Source: an optimization exercise on an open RTL-to-GDS flow (aim: small area, a short achievable clock period and few clock cycles). Production flows keep margins and buffers that such runs may drop. Where RTL was checked, it was by simulation tests only, not by an equivalence proof against the original. Power and IR drop assume default switching activity.

job 101:
==> flow/design.v (excerpt) <==
module zig_zag_traversal (
    input clk,
    input reset,
    output reg done,
    input [5:0] ram_read_addr,
    output [7:0] ram_read_data,
    output [5:0] rom_addr,            
    input  [7:0] rom_data             
);
For scale: ~520 flip-flops, about 31 I/O pins, ~15000 µm² of cells after synthesis.
export LEC_CHECK = 0
export CAP_MARGIN = 20
export CORE_MARGIN = 2
export CORE_UTILIZATION = 40
export SETUP_SLACK_MARGIN = 2.0
export SLEW_MARGIN = 20
export SYNTH_HIERARCHICAL = 1
export SYNTH_MINIMUM_KEEP_SIZE = 0
create_clock -name core_clock -period 7.5 [get_ports {clk}]
run.sh (not shown) runs the stock make flow with config.mk's settings and CLKGATE_MAP_FILE= SYNTH_SCRIPT=/design/flow/synth_recipe.tcl, a recipe that flattens the netlist after the stock synthesis.
### job 101 -> job 102
Settings: SETUP_SLACK_MARGIN changed from 2.0 to 2.5; ABC_AREA newly set to 1; CORE_UTILIZATION changed from 40 to 55; CTS_BUF_LIST newly set to sky130_fd_sc_hd__clkbuf_8; CTS_CLUSTER_SIZE newly set to 30.
[summary]
Run comparison: job 102 most common cell after layout, fill and taps aside nand2_1; job 101 most common cell after layout, fill and taps aside dfxtp_1
Summary: with job 101 as the reference, global-route wire length before repair in job 102 moved up by a little under 10%.
When job 102 is measured against job 101, its cell area turns out 3600 µm² higher.
Route | job 102 vs job 101 | wire longer in job 102
Modified inputs, job 103 compared to job 102
Settings: SETUP_SLACK_MARGIN: 2.5 -> 2.0; ABC_AREA: 1 -> unset.
Results
Both conditions hold for job 103: the flow ran to the end and the final layout passed the timing, design-rule and antenna checks. Combinational power share for job 103: 2.5 points down relative to job 102. Compared with job 102, job 103 shows a power that is 2.2% lower. Of job 102 and job 103, the run reporting the higher setup slack was job 102. Job 103 reports a lower synthesized area than job 102 does. Sum of routed wire length over all layers delta (job 103 − job 102): favourable. Diff job 102 -> job 103 | global-route wire length before repair | decrease of about 11%.
Here is what was changed in the inputs of job 104 compared with job 103.
Settings: SETUP_SLACK_MARGIN no longer set, was 2.0; CTS_CLUSTER_SIZE no longer set, was 30; CTS_BUF_LIST no longer set, was sky130_fd_sc_hd__clkbuf_8; CORE_UTILIZATION now 40, was 55.
Results
- Compared with job 103, in job 104 global-route usage over all layers -8.7 points, number of well-tap cells placed shows an increase of 139, post-layout minimum cycle time shows an increase of 0.95 ns, wire length on met2 shrank by 7.7%.
- Result for job 104 and job 103: all clean
- Against job 103, job 104 reports a via count that is lower.
- | fraction of area in multi-input gates | job 104 vs job 103 | ≈ equal |
No functional check of the RTL was part of any run of this note.


## red
Another version of the RTL of zig_zag_traversal (not shown whole).
Size: about 1000 cells after synthesis, about 31 I/O pins.
Settings: LEC_CHECK=0, CAP_MARGIN=20, CORE_MARGIN=2, CORE_UTILIZATION=40, CTS_CLUSTER_DIAMETER=100, CTS_CLUSTER_SIZE=30, SETUP_SLACK_MARGIN=3.0, SLEW_MARGIN=20, SYNTH_HIERARCHICAL=1, SYNTH_MINIMUM_KEEP_SIZE=0; clock period 7.5 ns.
standard.sh (not shown) runs the stock make flow with config.mk's settings and CLKGATE_MAP_FILE= SYNTH_SCRIPT=/design/flow/synth_recipe.tcl, a recipe that flattens the netlist after the stock synthesis.
==> flow/flow/run.sh <==
#!/bin/bash
# Own flow: the standard layout, with these changes:
# - after synthesis, the read multiplexer's first-level a22oi gates, which
#   Yosys's mapper gives drive strength 2, are set to drive strength 1
#   (each drives one gate next to it); timing repair sizes up what needs it;
# - the port buffers are buf_4 cells, not the slow delay-buffer cells that
#   buffer_ports picks by default;
# - timing repair may size a cell to any strength, not just to cells of the
#   same footprint.
set -euo pipefail
cd "$(dirname "$0")/.."
bash standard.sh synth > synth.log 2>&1
openroad -no_init -exit flow/resize.tcl > resize.log 2>&1
bash standard.sh "BUFFER_PORTS_ARGS=-buffer_cell sky130_fd_sc_hd__buf_4" \
  MATCH_CELL_FOOTPRINT=0 finish > layout.log 2>&1
==> flow/flow/resize.tcl <==
# Set the read multiplexer's first-level a22oi gates to drive strength 1.
set odb orfs/results/sky130hd/zig_zag_traversal/base/1_synth.odb
read_db $odb
set block [ord::get_db_block]
set db [ord::get_db]
set m1 [$db findMaster sky130_fd_sc_hd__a22oi_1]
set n 0
foreach inst [$block getInsts] {
  if {[[$inst getMaster] getName] ne "sky130_fd_sc_hd__a22oi_2"} { continue }
  set y [$inst findITerm Y]
  set net [$y getNet]
  if {$net eq "NULL"} { continue }
  if {[string match {lvl1*} [$net getName]]} {
    $inst swapMaster $m1
    incr n
  }
}
puts "resized $n a22oi gates to drive strength 1"
write_db $odb
Every stage of the flow completed for red, and the final layout passed the timing, design-rule and antenna checks.
Testbench counts of red, summed over its fixed seeds: cycles 12,096.
For blue, these inputs were changed with respect to red:
- changing SETUP_SLACK_MARGIN from 3.0 to 2.5
==> flow/run.sh (new file) <==
#!/bin/bash
# synth_recipe.tcl (not shown) runs the flow's synth.tcl, then flattens the netlist and writes it again
# the make line also repeats each setting of config.mk as NAME=value (left out here)
make -C /OpenROAD-flow-scripts/flow DESIGN_CONFIG=/design/flow/config.mk WORK_HOME=/design/flow/orfs CLKGATE_MAP_FILE= SYNTH_SCRIPT=/design/flow/synth_recipe.tcl finish
removed: flow/flow/run.sh
removed: flow/flow/resize.tcl
removed: flow/standard.sh
## What came out
- For blue and red, there was not a single run that failed to finish clean.
- Cell count along the critical path: blue and red compared, lower one is red
- blue — maximum cell stage delay along the critical path 190 ps higher, red as reference
- Sort blue and red by number of core rows, ascending, and red comes first.
- Diff red -> blue: total routing usage reported by global routing lost 0.73 points; die extent in x saw an increase; power density over the cells fell by 1.4%; combinational group share of total power about even.
- | die area | blue vs red | worse |
- The estimated wirelength of the detail-placed design of blue was inferior to that of red.
Inputs modified between blue and green:
- SETUP_SLACK_MARGIN now 3.0, was 2.5
- CORE_UTILIZATION now 55, was 40
==> flow/flow/run.sh (new file) <==
#!/bin/bash
# Own flow: the standard layout, with these changes:
# - after synthesis, the read multiplexer's first-level a22oi gates, which
#   Yosys's mapper gives drive strength 2, are set to drive strength 1
#   (each drives one gate next to it); timing repair sizes up what needs it;
# - the port buffers are buf_4 cells, not the slow delay-buffer cells that
#   buffer_ports picks by default;
# - timing repair may size a cell to any strength, not just to cells of the
#   same footprint.
set -euo pipefail
cd "$(dirname "$0")/.."
bash standard.sh synth > synth.log 2>&1
openroad -no_init -exit flow/resize.tcl > resize.log 2>&1
bash standard.sh "BUFFER_PORTS_ARGS=-buffer_cell sky130_fd_sc_hd__buf_4" \
  MATCH_CELL_FOOTPRINT=0 finish > layout.log 2>&1
==> flow/flow/resize.tcl (new file) <==
# Set the read multiplexer's first-level a22oi gates to drive strength 1.
set odb orfs/results/sky130hd/zig_zag_traversal/base/1_synth.odb
read_db $odb
set block [ord::get_db_block]
set db [ord::get_db]
set m1 [$db findMaster sky130_fd_sc_hd__a22oi_1]
set n 0
foreach inst [$block getInsts] {
  if {[[$inst getMaster] getName] ne "sky130_fd_sc_hd__a22oi_2"} { continue }
  set y [$inst findITerm Y]
  set net [$y getNet]
  if {$net eq "NULL"} { continue }
  if {[string match {lvl1*} [$net getName]]} {
    $inst swapMaster $m1
    incr n
  }
}
puts "resized $n a22oi gates to drive strength 1"
write_db $odb
==> flow/standard.sh (new file) <==
#!/bin/bash
# synth_recipe.tcl (not shown) runs the flow's synth.tcl, then flattens the netlist and writes it again
# the make line also repeats each setting of config.mk as NAME=value (left out here)
make -C /OpenROAD-flow-scripts/flow DESIGN_CONFIG=/design/flow/config.mk WORK_HOME=/design/flow/orfs CLKGATE_MAP_FILE= SYNTH_SCRIPT=/design/flow/synth_recipe.tcl "${@:-finish}"
removed: flow/run.sh
[summary]
green finished end to end and its layout was clean on timing, DRC and antenna.
Compared with blue, green shows a higher share of final layout cell area taken by non-clock buffers.
Sort green and blue by floorplan die height asc -> top: green
Count of TritonRoute iterations in the first routing pass: green lower than blue
Changes observed in green relative to blue: relative contribution of the clock network to total power lost 0.2 points; number of multi-input combinational cells has decreased; via count of the first global-routing pass shows an increase of 342; final standard cell count with taps included and fillers excluded shrank by 167.
Compared with blue, in green layout overhead on the synthesized area higher; count of fill cells added during filler insertion lower; final design area excluding fillers lower; die area lower.
Relative to green, the following input files were edited for orange:
- changing SETUP_SLACK_MARGIN from 3.0 to 2.5
- changing CORE_UTILIZATION from 55 to 40
--- outcome ---
On multi-input gate count, orange and green are basically level. orange against green: global routing usage summed across all routing layers went down by 9.3 points, worst setup skew after layout shows a reduction of 10 ps, non-clock buffer count moved down. The flow did not stop early for orange: all stages ran, and the layout cleared the timing, design-rule and antenna checks. Relative to green, the final cell area reported for orange is lower. Reported for orange and green, H-tree depth turned out identical to the last digit. Going from green to orange, placed instance area has increased, power dissipated in combinational cells now sits lower.
--- input diff orange..purple ---
- SETUP_SLACK_MARGIN changed from 2.5 to 3.0
- CORE_UTILIZATION changed from 40 to 65
### Flow results
Share of the clock period used by the worst path after layout, orange and purple: larger value in orange
purple vs orange — sequential share of layout area dropped 0.87 points.
Power share of the sequential group in purple vs orange: down 0.4 points
Sort orange and purple by part of the power in combinational logic asc -> top: orange
Summary — non-clock buffer area fraction after layout, purple relative to orange: higher, by 2.1 points.
Of orange and purple, orange shows the higher data arrival time at the worst-slack endpoint, with purple below it.
For average routed wire per standard cell, dividing the value from orange by the value from purple gives 0.856.
Going from orange to purple, the utilization of the core after routing was found to have gone up by 29 points.

==> separate check: timing with driven ports <==
No port has a modelled driver above. Below, the same layouts with a new extraction and two added sets of constraints.
Step 1 assumes that a clkbuf_16 drives the clock port and a buf_2 every other input.
Step 2 also shifts input and output timing later by t, the mid clock arrival at the registers, as if the neighbouring blocks saw the same clock.
Slacks: no drivers / after step 1 / after step 2; pairs: no drivers / after step 1.
run	t, ns	slack for setup (ns)	worst data-port slew with drivers (ns)
job 101	0.605	1.888 / 1.844 / 1.844	0.06
job 102	0.652	1.866 / 1.815 / 1.857	0.04
job 103	0.645	1.760 / 1.721 / 1.721	0.05
job 104	0.591	0.808 / 0.786 / 0.786	0.03
red	0.597	2.748 / 2.685 / 2.685	0.06
blue	0.595	2.464 / 2.430 / 2.430	0.04
green	0.592	2.818 / 2.699 / 2.699	0.14
orange	0.581	2.605 / 2.580 / 2.580	0.05
purple	0.583	2.831 / 2.690 / 2.690	0.15
After both steps every run listed still meets setup and hold. The setup slack of purple, which loses most, moves by -0.141 ns with the drivers and by -0.141 ns with both steps.
